From an optimization exercise on the open Yosys and OpenROAD flow, aimed at small area; shortcuts taken in it are not production practice. Only simulation tests tie the RTL to the original design; equivalence was not proved. Power and IR drop assume default switching activity.

`flow/run.sh`:
```
#!/bin/bash
# synth_recipe.tcl (not shown) runs the flow's synth.tcl, then flattens the netlist and writes it again
# the make line also repeats each setting of config.mk as NAME=value (left out here)
make -C /OpenROAD-flow-scripts/flow DESIGN_CONFIG=/design/flow/config.mk WORK_HOME=/design/flow/orfs CLKGATE_MAP_FILE= SYNTH_SCRIPT=/design/flow/synth_recipe.tcl finish
```
`flow/config.mk`:
```
export PLATFORM = sky130hd
export DESIGN_NAME = snake_top
export DESIGN_NICKNAME = snake_top
export VERILOG_FILES = /design/flow/design.v
export SDC_FILE = /design/flow/constraint.sdc
export NUM_CORES = 4
export LEC_CHECK = 0
export CAP_MARGIN = 20
export CORE_MARGIN = 2
export CORE_UTILIZATION = 40
export PLACE_DENSITY = 0.6
export SLEW_MARGIN = 20
```
`flow/constraint.sdc`:
```
create_clock -name core_clock -period 20.0 [get_ports {clk}]
set_input_delay 4.0000 -clock core_clock [delete_from_list [all_inputs] [get_ports {clk}]]
set_output_delay 4.0000 -clock core_clock [all_outputs]
set_load 0.01 [all_outputs]
```
`flow/design.v`:
```
module Debouncer(
    input wire 	Clock,
    input wire  reset,
    input wire  btn_in,
    output wire btn_out
    );
    parameter numTicks = 12500;
    reg step;
    reg stepPrev;
    reg [$clog2(numTicks)-1:0] counter;
    assign btn_out = step && !stepPrev;
    always @ (posedge Clock) begin
        if (reset) begin
            counter <= 0;
            step <= 1'b0;
        end else if (counter == numTicks) begin
            counter <= 0;
            step <= btn_in;
        end else begin
            counter <= counter + 1'b1;
        end
        stepPrev <= reset ? 1'b0 : step;
    end
endmodule
module vga_sync
   (
    input wire clk_in, reset,
    output wire hsync, vsync, video_on, p_tick,
    output wire [9:0] pixel_x, pixel_y
   );
   localparam HD = 640;  
   localparam HF = 48 ;  
   localparam HB = 16 ;  
   localparam HR = 96 ;  
   localparam VD = 480;  
   localparam VF = 10;   
   localparam VB = 33;   
   localparam VR = 2;    
   reg [9:0] h_count_reg, h_count_next;
   reg [9:0] v_count_reg, v_count_next;
   reg v_sync_reg, h_sync_reg;
   wire v_sync_next, h_sync_next;
   wire h_end, v_end;
	wire pixel_tick;
	reg mod2_reg;
	wire mod2_next;
   always @(posedge clk_in)
      if (reset)
         begin
				mod2_reg <= 1'b0;
            v_count_reg <= 0;
            h_count_reg <= 0;
            v_sync_reg <= 1'b0;
            h_sync_reg <= 1'b0;
         end
      else
         begin
				mod2_reg <= mod2_next;
            v_count_reg <= v_count_next;
            h_count_reg <= h_count_next;
            v_sync_reg <= v_sync_next;
            h_sync_reg <= h_sync_next;
         end
     assign mod2_next = ~mod2_reg;
     assign pixel_tick = 1'b1;
   assign h_end = (h_count_reg==(HD+HF+HB+HR-1));
   assign v_end = (v_count_reg==(VD+VF+VB+VR-1));
   always @*
      if (pixel_tick)   
         if (h_end)
            h_count_next = 0;
         else
            h_count_next = h_count_reg + 1;
      else
         h_count_next = h_count_reg;
   always @*
      if (pixel_tick & h_end)
         if (v_end)
            v_count_next = 0;
         else
            v_count_next = v_count_reg + 1;
      else
         v_count_next = v_count_reg;
   assign h_sync_next = (h_count_reg>=(HD+HB) &&
                         h_count_reg<=(HD+HB+HR-1));
   assign v_sync_next = (v_count_reg>=(VD+VB) &&
                         v_count_reg<=(VD+VB+VR-1));
   assign video_on = (h_count_reg<HD) && (v_count_reg<VD);
   assign hsync = h_sync_reg;
   assign vsync = v_sync_reg;
   assign pixel_x = h_count_reg;
   assign pixel_y = v_count_reg;
   assign p_tick = pixel_tick;
endmodule
`timescale 1ns / 1ps
module snake_top(	input wire clk,
						input wire reset,
						input wire [2:0] speed,
						input wire [4:0] init_len,
						input wire wall,
						input wire btnu,
						input wire btnd,
						input wire btnl,
						input wire btnr,
						input wire btnp,
						output wire hsync, vsync,
						output wire [2:0] red, green,blue
    );
	wire [9:0] pixel_x;
	wire [9:0] pixel_y;
	wire video_on;
	wire pixel_tick;
	integer i;
	wire food;
	wire btn_up;
	wire btn_down;
	wire btn_left;
	wire btn_right;
	wire btn_pause;
	reg B,R,G;
	reg wall1, wall2, wall3, wall4;
reg move_clk;
reg d_up, d_down, d_left, d_right;
wire snakehead;
reg [24:0]snakesegment;
reg [15:0] score;
reg [10:0] foodx, foody; 
reg [15:0] foodxcount, foodycount;
reg [3:0] state,next_state;
reg [10:0] x, y, x1, y1, x2, y2, x3, y3, x4, y4, x5, y5, x6, y6, x7, y7, x8, y8, x9, y9, 
x10, y10, x11, y11, x12, y12, x13, y13, x14, y14, x15, y15, x16, y16, x17, y17, x18, y18,
x19, y19, x20, y20, x21, y21, x22, y22, x23, y23, x24, y24, x25, y25;
reg lose; 
parameter S_STOP = 0;  
parameter S_UP = 1;  
parameter S_DOWN = 2;  
parameter S_LEFT = 4;  
parameter S_RIGHT = 8;  
  	Debouncer btnU(
        .Clock(clk),
        .reset(reset),
        .btn_in(btnu),
        .btn_out(btn_up)
    );
	 Debouncer btnD(
        .Clock(clk),
        .reset(reset),
        .btn_in(btnd),
        .btn_out(btn_down)
    );
	 Debouncer btnL(
        .Clock(clk),
        .reset(reset),
        .btn_in(btnl),
        .btn_out(btn_left)
    );
	 Debouncer btnR(
        .Clock(clk),
        .reset(reset),
        .btn_in(btnr),
        .btn_out(btn_right)
    );	 
	 Debouncer btnP(
        .Clock(clk),
        .reset(reset),
        .btn_in(btnp),
        .btn_out(btn_pause)
    );
	always @ (posedge clk)begin
	if (reset == 1'b1) begin 
		d_up =0; d_down=0; d_left=0; d_right =0;
		foodxcount = 16'd400;
		foodycount = 16'd400;
		foodx <= foodxcount;
		foody <= foodycount;
		score = {11'b0, init_len};
		lose=1'b0;
		snakesegment = 25'b0;
		state <= S_STOP;
	end
	else if (lose==1'b1)begin
		state <= S_STOP;
	end
	else begin
		foodxcount = (foodxcount + 5'd20)%10'd600;
		foodycount = (foodycount + 5'd20)%9'd420;
		if (btn_up==1'b1 && d_down == 1'b0) begin
			d_up =1; d_down=0; d_left=0; d_right =0; 
				state <={d_right , d_left, d_down, d_up};
		end
		else if (btn_down==1'b1 && d_up== 1'b0) begin
			d_up =0; d_down=1; d_left=0; d_right =0;
				state <={d_right , d_left, d_down, d_up};
		end
		else if (btn_left==1'b1 && d_right==1'b0) begin
			d_up =0; d_down=0; d_left=1; d_right =0;
				state <={d_right , d_left, d_down, d_up};
		end
		else if (btn_right==1'b1 && d_left==1'b0) begin
			d_up =0; d_down=0; d_left=0; d_right =1;
				state <= {d_right , d_left, d_down, d_up};
		end
			else if(btn_pause)begin
				d_up =0; d_down=0; d_left=0; d_right =0;
				state <= S_STOP;
			end
			else state<=state;
	end
	if (score > 1'b0)
		snakesegment[0] = video_on & (pixel_x >=x1+1 & pixel_x <= x1 + 19 &pixel_y >= y1+1 & pixel_y <= y1+19);
	if (score > 1'b1)
		snakesegment[1] = video_on & (pixel_x >=x2+1 & pixel_x <= x2 + 19 &pixel_y >= y2+1 & pixel_y <= y2+19);
	if (score > 2'b10)
		snakesegment[2] = video_on & (pixel_x >=x3+1 & pixel_x <= x3 + 19 &pixel_y >= y3+1 & pixel_y <= y3+19);
	if (score > 2'b11)
		snakesegment[3] = video_on & (pixel_x >=x4+1 & pixel_x <= x4 + 19 &pixel_y >= y4+1 & pixel_y <= y4+19);
	if (score > 3'b100)
		snakesegment[4] = video_on & (pixel_x >=x5+1 & pixel_x <= x5 + 19 &pixel_y >= y5+1 & pixel_y <= y5+19);
	if (score > 3'b101)
		snakesegment[5] = video_on & (pixel_x >=x6+1 & pixel_x <= x6 + 19 &pixel_y >= y6+1 & pixel_y <= y6+19);
	if (score > 3'b110)
		snakesegment[6] = video_on & (pixel_x >=x7+1 & pixel_x <= x7 + 19 &pixel_y >= y7+1 & pixel_y <= y7+19);
	if (score > 3'b111)
		snakesegment[7] = video_on & (pixel_x >=x8+1 & pixel_x <= x8 + 19 &pixel_y >= y8+1 & pixel_y <= y8+19);
	if (score > 4'b1000)
		snakesegment[8] = video_on & (pixel_x >=x9+1 & pixel_x <= x9 + 19 &pixel_y >= y9+1 & pixel_y <= y9+19);
	if (score > 4'b1001)
		snakesegment[9] = video_on & (pixel_x >=x10+1 & pixel_x <= x10 + 19 &pixel_y >= y10+1 & pixel_y <= y10+19);
	if (score > 4'b1010)
		snakesegment[10] = video_on & (pixel_x >=x11+1 & pixel_x <= x11 + 19 &pixel_y >= y11+1 & pixel_y <= y11+19);
	if (score > 4'b1011)
		snakesegment[11] = video_on & (pixel_x >=x12+1 & pixel_x <= x12 + 19 &pixel_y >= y12+1 & pixel_y <= y12+19);
	if (score > 4'b1100)
		snakesegment[12] = video_on & (pixel_x >=x13+1 & pixel_x <= x13 + 19 &pixel_y >= y13+1 & pixel_y <= y13+19);
	if (score > 4'b1101)
		snakesegment[13] = video_on & (pixel_x >=x14+1 & pixel_x <= x14 + 19 &pixel_y >= y14+1 & pixel_y <= y14+19);
	if (score > 4'b1110)
		snakesegment[14] = video_on & (pixel_x >=x15+1 & pixel_x <= x15 + 19 &pixel_y >= y15+1 & pixel_y <= y15+19);
	if (score > 4'b1111)
		snakesegment[15] = video_on & (pixel_x >=x16+1 & pixel_x <= x16 + 19 &pixel_y >= y16+1 & pixel_y <= y16+19);
	if (score > 5'b10000)
		snakesegment[16] = video_on & (pixel_x >=x17+1 & pixel_x <= x17 + 19 &pixel_y >= y17+1 & pixel_y <= y17+19);
	if (score > 5'b10001)
		snakesegment[17] = video_on & (pixel_x >=x18+1 & pixel_x <= x18 + 19 &pixel_y >= y18+1 & pixel_y <= y18+19);
	if (score > 5'b10010)
		snakesegment[18] = video_on & (pixel_x >=x19+1 & pixel_x <= x19 + 19 &pixel_y >= y19+1 & pixel_y <= y19+19);
	if (score > 5'b10011)
		snakesegment[19] = video_on & (pixel_x >=x20+1 & pixel_x <= x20 + 19 &pixel_y >= y20+1 & pixel_y <= y20+19);
	if (score > 5'b10100)
		snakesegment[20] = video_on & (pixel_x >=x21+1 & pixel_x <= x21 + 19 &pixel_y >= y21+1 & pixel_y <= y21+19);
	if (score > 5'b10101)
		snakesegment[21] = video_on & (pixel_x >=x22+1 & pixel_x <= x22 + 19 &pixel_y >= y22+1 & pixel_y <= y22+19);
	if (score > 5'b10110)
		snakesegment[22] = video_on & (pixel_x >=x23+1 & pixel_x <= x23 + 19 &pixel_y >= y23+1 & pixel_y <= y23+19);
	if (score > 5'b10111)
		snakesegment[23] = video_on & (pixel_x >=x24+1 & pixel_x <= x24 + 19 &pixel_y >= y24+1 & pixel_y <= y24+19);
	if (score > 5'b11000)
		snakesegment[24] = video_on & (pixel_x >=x25+1 & pixel_x <= x25 + 19 &pixel_y >= y25+1 & pixel_y <= y25+19);
		if ((food && wall1) || (food && wall2) || (food && wall3) || (food && wall4))begin
			foodx <= foodxcount;
			foody <= foodycount;
		end 
		if ((snakehead && snakesegment[2]) || (snakehead && snakesegment[3]) || (snakehead && snakesegment[4]) ||
				(snakehead && snakesegment[5]) || (snakehead && snakesegment[6]) || (snakehead && snakesegment[7]) || 
				(snakehead && snakesegment[8]) || (snakehead && snakesegment[9]) || (snakehead && snakesegment[10]) ||
				(snakehead && snakesegment[11]) || (snakehead && snakesegment[12]) || (snakehead && snakesegment[13]) ||
				(snakehead && snakesegment[14]) || (snakehead && snakesegment[15]) || (snakehead && snakesegment[16]) || 
				(snakehead && snakesegment[17]) || (snakehead && snakesegment[18]) || (snakehead && snakesegment[19]) || 
				(snakehead && snakesegment[20]) || (snakehead && snakesegment[21]) || (snakehead && snakesegment[22]) || 
				(snakehead && snakesegment[23]) || (snakehead && snakesegment[24]) || (snakehead && snakesegment[0])||
				(snakehead && wall1) || (snakehead && wall2) || (snakehead && wall3) || (snakehead && wall4))begin
			lose=1'b1;
		end 
			if (snakehead && food) begin
				score=score+1'd1;
				foodx <= foodxcount;
				foody <= foodycount;
			end
	if (lose==1'b1)begin
		R<=1'd1;
		G<=0;
		B<=0;
	end
	else begin
		if (food) begin	
				G <= 1'b1;
				end
		else begin
				G <= 0;
				end
			if (wall1 || wall2|| wall3|| wall4 ||snakehead ||snakesegment[0]|| snakesegment[1]|| snakesegment[2]||
			snakesegment[3]|| snakesegment[4]|| snakesegment[5]||
			snakesegment[6]|| snakesegment[7]|| snakesegment[8]|| snakesegment[9]|| snakesegment[10]|| 
			snakesegment[11]|| snakesegment[12]|| snakesegment[13]||snakesegment[14]||
			snakesegment[15]||snakesegment[16]||snakesegment[17]||snakesegment[18]||snakesegment[19]||
			snakesegment[20]|| snakesegment[21]||snakesegment[22]||snakesegment[23]||snakesegment[24]) begin
				R <= 1'b1;
			end
			else begin
				R <= 0;
			end
				B<=0;
		end
	end 
reg [25:0] move_cont;
reg move_clk_prev;
wire move_tick = move_clk & ~move_clk_prev;
always @ (posedge clk) begin
if (reset) begin
	move_cont = 26'd0;
	move_clk <= 1'b0;
	move_clk_prev <= 1'b0;
end else begin
move_cont = move_cont + 1'b1;
	case(speed)
			3'b001:move_clk <= move_cont[20];
			3'b010:move_clk <= move_cont[19];
			3'b100:move_clk <= move_cont[18];	
			default:move_clk <= move_cont[21];
	endcase
	move_clk_prev <= move_clk;
end
end
always @ (posedge clk) begin
	if (reset == 1'b1) begin
		wall1<=1'b0; wall2<=1'b0; wall3<=1'b0; wall4<=1'b0;
	end
	else if (wall==1'b1)begin
		wall1<= video_on & (pixel_x >= 1 & pixel_x <= 639 & pixel_y >= 1 & pixel_y <= 19);
		wall2<= video_on & (pixel_x >= 1 & pixel_x <= 639 & pixel_y >= 461 & pixel_y <= 479);
		wall3<= video_on & (pixel_x >= 1 & pixel_x <= 19 & pixel_y >= 1 & pixel_y <= 479);
		wall4<= video_on & (pixel_x >= 621 & pixel_x <= 639 & pixel_y >= 1 & pixel_y <= 479);
	end 
end
reg [10:0] xw, yw;
always @(posedge clk) begin
	if (reset == 1'b1) begin 
		x25 <= 300; y25 <= 0; x24 <= 280; y24 <= 0; x23 <= 260; y23 <= 0; x22 <= 240; y22 <= 0; x21 <= 220;
		y21 <= 0; x20 <= 200; y20 <= 0; x19 <= 180; y19 <= 0; x18 <= 160; y18 <= 0; x17 <= 140; y17 <= 0; 
		x16 <= 120; y16 <= 0; x15 <= 100; y15 <= 0; x14 <= 80; y14 <= 0; x13 <= 60; y13 <= 0; x12 <= 40;
		y12 <= 0; x11 <= 20; y11 <= 0; x10 <= 0; y10 <= 0; x9 <= 0; y9 <= 20; x8 <= 0; y8 <= 40; x7 <= 0;
		y7 <= 60; x6 <= 00; y6 <= 80; x5 <= 00; y5 <= 100; x4 <= 20; y4 <= 100; x3 <= 40; y3 <= 100; x2 <= 60;
		y2 <= 100; x1 <= 80; y1 <= 100; x <= 100; y <= 100;
	end
	else if (move_tick) begin
	xw = x; yw = y;
	case (xw)  
		10'd640:begin xw = 5'd00000; 
		end
		11'd2028:begin if (state != S_RIGHT) xw = 10'd640; 
		end
	endcase
	case (yw) 
		10'd460: begin yw= 5'd0; 
		end
		11'd2028: begin if (state != S_DOWN) yw=10'd460; 
		end
	endcase
	if (state == S_UP || state == S_DOWN || state == S_LEFT || state == S_RIGHT) begin
		x25 <= x24; y25 <= y24; x24 <= x23; y24 <= y23; x23 <= x22; y23 <= y22; x22 <= x21; y22 <= y21; x21 <= x20; 
		y21 <= y20; x20 <= x19; y20 <= y19; x19 <= x18; y19 <= y18; x18 <= x17; y18 <= y17; x17 <= x16; y17 <= y16;
		x16 <= x15; y16 <= y15; x15 <= x14; y15 <= y14; x14 <= x13; y14 <= y13; x13 <= x12; y13 <= y12; x12 <= x11;
		y12 <= y11; x11 <= x10; y11 <= y10; x10 <= x9; y10 <= y9; x9 <= x8; y9 <= y8; x8 <= x7; y8 <= y7; x7 <= x6; 
		y7 <= y6; x6 <= x5; y6 <= y5; x5 <= x4; y5 <= y4; x4 <= x3; y4 <= y3; x3 <= x2; y3 <= y2; x2 <= x1; y2 <= y1; 
		x1 <= xw; y1 <= yw;
	end
	case (state) 
		S_STOP: begin 
		end 
		S_UP: begin
		yw = yw - 11'd20;
		end
		S_DOWN: begin
		yw = yw + 11'd20;
		end
		S_LEFT: begin
		xw = xw - 11'd20; 
		end
		S_RIGHT: begin
		xw = xw + 11'd20; 
		end
		endcase
	x <= xw; y <= yw;
	end
end
  vga_sync vsync_unit
     (.clk_in(clk), .reset(reset), .hsync(hsync), .vsync(vsync),
       .video_on(video_on), .p_tick(pixel_tick),
       .pixel_x(pixel_x), .pixel_y(pixel_y));
	assign snakehead = video_on & (pixel_x >= x & pixel_x <= x+20 & pixel_y >= y & pixel_y <= y+20);
	assign food= video_on & (pixel_x >=foodx + 5 & pixel_x <= foodx + 15 &pixel_y >= foody + 5 & pixel_y <= foody + 15);		 
   assign red = (video_on && R == 1'b1) ? 3'b111 : 3'b000;
	assign green = (video_on && G == 1'b1) ? 3'b111 : 3'b000;
	assign blue = (video_on && B == 1'b1) ? 3'b111 : 3'b00;
endmodule
```
==> results.sh <==
export IMPL_outcome="finished clean"
export IMPL_layout_common_cells="1630 x nand2_1, 1173 x ha_1, 961 x a21oi_1"
export IMPL_start_kind="register"
export IMPL_cts_setup_buffers=0
export IMPL_tritoncts="yes"
export IMPL_final_common_cell="nand2_1"
export IMPL_hold_viol_final=0
export IMPL_cts_buffer_depth=3
export IMPL_nets=10770
export IMPL_pwr_share_clk_pct=49.0
export IMPL_async_reset_ff_share_pct=0
export IMPL_yosysWarnings=3
export IMPL_use_met1_pct=28.96
export IMPL_antenna_found_initial=3
export IMPL_holdBufCountCts=0
export IMPL_ys_seq_area_share_pct=21.69
export IMPL_wl_per_cell_um=17.82
export IMPL_worstSetupPathType="register to register"
export IMPL_period_minus_slack_ns=8.588
export IMPL_fin_skew_ns=0.05792
export IMPL_drt_wl_total_mm=216.8
export IMPL_switching_share_pct=27.52
export IMPL_relSlewSlack_pct=28.11
export IMPL_drive_gt1_share_pct=4.292
export IMPL_initial_utilization_pct=40.25
export IMPL_gr_usage_all_layers_pct=22.04
export IMPL_synthCells=9986
export IMPL_irDropWorstVdd_uv=63.97
export IMPL_min_period_over_period_pct=42.94
export IMPL_p_per_area_nw_per_um2=52.77
export IMPL_worstSkewPairLatency_ns=0.78
export IMPL_synth_seq_cells=808
export IMPL_yosysUniqueCellTypes=131
export IMPL_final_max_slew_violation_count=0
export IMPL_drc=0
export IMPL_hold_class="register to register"
export IMPL_largest_reg_flops=25
export IMPL_clkTransAtPathRegs_ns=0.06
export IMPL_root_buffer="clkbuf_16"
export IMPL_fin_setup_tns_ns=0
export IMPL_numCtsBuffers=100
export IMPL_clock_sinks=808
export IMPL_grt_start_max_net_pins=176
export IMPL_io_pins=27
export IMPL_synth_top_flop_cell="dfxtp_1"
export IMPL_die_x_um=438.7
export IMPL_tightestPinTransition_ns=1.074
export IMPL_syn2layout_area_growth_pct=7.261
export IMPL_p_int_mw=3.101
export IMPL_dr_pass1_iters=22
export IMPL_core_area_um2=187800
export IMPL_grt_pass1_wl_mm=350.8
export IMPL_grt_most_used_layer="met2"
export IMPL_antenna_left=0
export IMPL_worst_hold_slack_ns=0.4453
export IMPL_floorplan_die_area_um2=192500
export IMPL_syn_avg_cell_area_um2=7.570
export IMPL_crit_required_ns=20.50
export IMPL_use_met3_pct=2.479
export IMPL_grt_pass1_vias=65400
export IMPL_synthesis_area_um2=75600
export IMPL_rsz0062_at_grt="no"
export IMPL_fillCellCount=19130
export IMPL_port_buffers=23
export IMPL_gp_congestion=0.9160
export IMPL_critPathArrivalTime_ns=9.09
export IMPL_p_sw_mw=1.178
export IMPL_max_clock_freq_mhz=116.4
export IMPL_drtIter0Drc=4483
export IMPL_power_leakage_nw=32.60
export IMPL_seqPwrFrac_pct=38.9
export IMPL_htree_levels=3
export IMPL_end_kind="register"
export IMPL_die_h_um=438.7
export IMPL_setup_viol=0
export IMPL_pwr_share_comb_pct=12.1
export IMPL_via_count=67540
export IMPL_use_met2_pct=37.47
export IMPL_dp_hpwl_mm=157.3
export IMPL_vias_per_cell=5.551
export IMPL_synth_edf_count=22
export IMPL_grt_overflow=0
export IMPL_maxCapViolations=0
export IMPL_num_rows=159
export IMPL_crit_fanout=13
export IMPL_cts_resized=0
-- power groups by stage --
stage	combinational [mW]	sequential, mW	clock (mW)
2_1_floorplan	0.418	1.68	0
3_3_place_gp	0.500	1.70	0
3_5_place_dp	0.509	1.70	0
4_1_cts	0.513	1.67	2.14
5_1_grt	0.574	1.67	2.20
6_report	0.516	1.67	2.10
-- cells in the mapped netlist (all sizes together), types with 17 or more instances --
master | number | area (um2)
o21a | 28 | 217.7
nand3 | 434 | 2187
clkbuf | 559 | 2100
or4 | 37 | 285.3
mux2i | 40 | 400.4
a21o | 234 | 1757
and4 | 17 | 148.9
xnor2 | 388 | 3432
dfxtp | 786 | 15740
nand4 | 216 | 1364
nor3 | 126 | 635.6
or2 | 49 | 306.6
nor4 | 37 | 244.0
edfxtp | 22 | 660.6
o21ai | 502 | 2554
o211ai | 39 | 306.5
nand2 | 1631 | 6125
o2111ai | 17 | 161.4
buf | 46 | 284.0
or3 | 27 | 173.9
and3 | 145 | 913.4
a31oi | 33 | 212.7
xor2 | 655 | 5759
o22ai | 25 | 162.6
nor2b | 275 | 1720
nand3b | 28 | 210.2
a211oi | 41 | 352.8
o31ai | 37 | 277.8
a21oi | 967 | 4866
nor2 | 558 | 2102
ha | 1173 | 14680
and2 | 52 | 325.3
nand2b | 277 | 1733
inv | 250 | 938.4
-- layer usage --
layer  routed length [um]  share of wire [%]
met1               100400                 46
met2               101100                 47
met3                 8336                3.8
met4                 6907                3.2
met5                    0                  0
-- worst paths after layout --
| path | from | endpoint | slack, ns | depth (start not counted) |
|---|---|---|---|---|
| min reg2reg | move_cont[0]$_SDFF_PP0_ | move_cont[0]$_SDFF_PP0_ | 0.45 | 1 |
| min | move_cont[0]$_SDFF_PP0_ | move_cont[0]$_SDFF_PP0_ | 0.45 | 1 |
| max | foodycount[2]$_DFF_P_ | foody[5]$_DFFE_PP_ | 11.41 | 26 |
| max reg2reg | foodycount[2]$_DFF_P_ | foody[5]$_DFFE_PP_ | 11.41 | 26 |
-- per-stage QoR --
| step | worst slack (ns) | total power, mW | cell area (um2) | instances | utilization (%) |
|---|---|---|---|---|---|
| after global placement | 11.15 | 2.200 | 77230 | 11980 | 41.13 |
| after CTS | 11.49 | 4.320 | 81080 | 12170 | 43.17 |
| after floorplan | 12.85 | 2.100 | 75600 | 9988 | - |
| after global routing | 10.75 | 4.445 | 81080 | 12170 | 43.18 |
| final | 11.41 | 4.279 | 81080 | 12170 | 43.18 |
| after detailed placement | 11.27 | 2.210 | 77240 | 11980 | 41.13 |
-- worst max-delay path, cell delays in order (launching register included) --
cell       delay [ns]
dfxtp_1          0.58
ha_1             0.55
o211ai_1         0.26
or3_1            0.42
and2_0           0.30
or3_4            0.40
o211ai_4         0.31
nand4_2          0.21
and2_1           0.35
o211a_1          0.32
a211oi_2         0.22
xor2_1           0.76
a31oi_1          0.27
a31o_1           0.32
a31o_1           0.27
o2111a_1         0.25
o31a_1           0.31
a21oi_2          0.28
a2bb2oi_2        0.25
a21oi_1          0.11
or4_4            0.43
and3_1           0.22
o21ai_2          0.26
a31o_1           0.26
o31ai_1          0.10
xnor2_1          0.15
a22o_1           0.19
-- area by class of cell --
| cell class | instances | area [um2] | share of cell area [%] |
|---|---|---|---|
| multi-input cells | 8325 | 55910 | 68.96 |
| inverters | 250 | 943.4 | 1.163 |
| clock inverters | 56 | 975.9 | 1.204 |
| repair buffers | 97 | 803.3 | 0.9907 |
| well taps | 2495 | 3122 | 3.850 |
| flip-flops and latches | 808 | 16460 | 20.30 |
| diodes | 2 | 5.005 | 0.006172 |
| clock buffers | 134 | 2861 | 3.529 |
-- cells by family after synthesis --
| group | count (synthesis) | share of synthesized area (%) |
|---|---|---|
| DFF | 808 | 21.69 |
| adders and majority gates | 1183 | 19.58 |
| other | 1 | 0.004961 |
| and+or+nand+nor | 3947 | 24.90 |
| AOI/OAI and AO/OA | 2094 | 16.52 |
| muxes | 55 | 0.7630 |
| xor gates and xnor gates | 1043 | 12.16 |
| buffers and inverters | 855 | 4.394 |

==> afterwards: timing with drivers on the ports <==
The results above use ideal ports. As a check the final layout listed here was re-extracted and re-timed, cells and wires unchanged.
Step 1, drivers: a clkbuf_16 drives clk and a buf_2 each remaining input, both assumed.
Step 2 also shifts input and output timing later by t, the mid clock arrival at the registers, as if the neighbouring blocks saw the same clock.
Three values: ideal ports, drivers, drivers and shift; two values: the first two.
shift t [ns]: 0.841
setup slack, ns: 11.412 / 11.412 / 11.186
worst setup path after step 2: input to register
After both steps setup and hold are still met in this run. For this run, drivers alone change the setup slack by 0.000 ns; drivers and shift together by -0.226 ns.
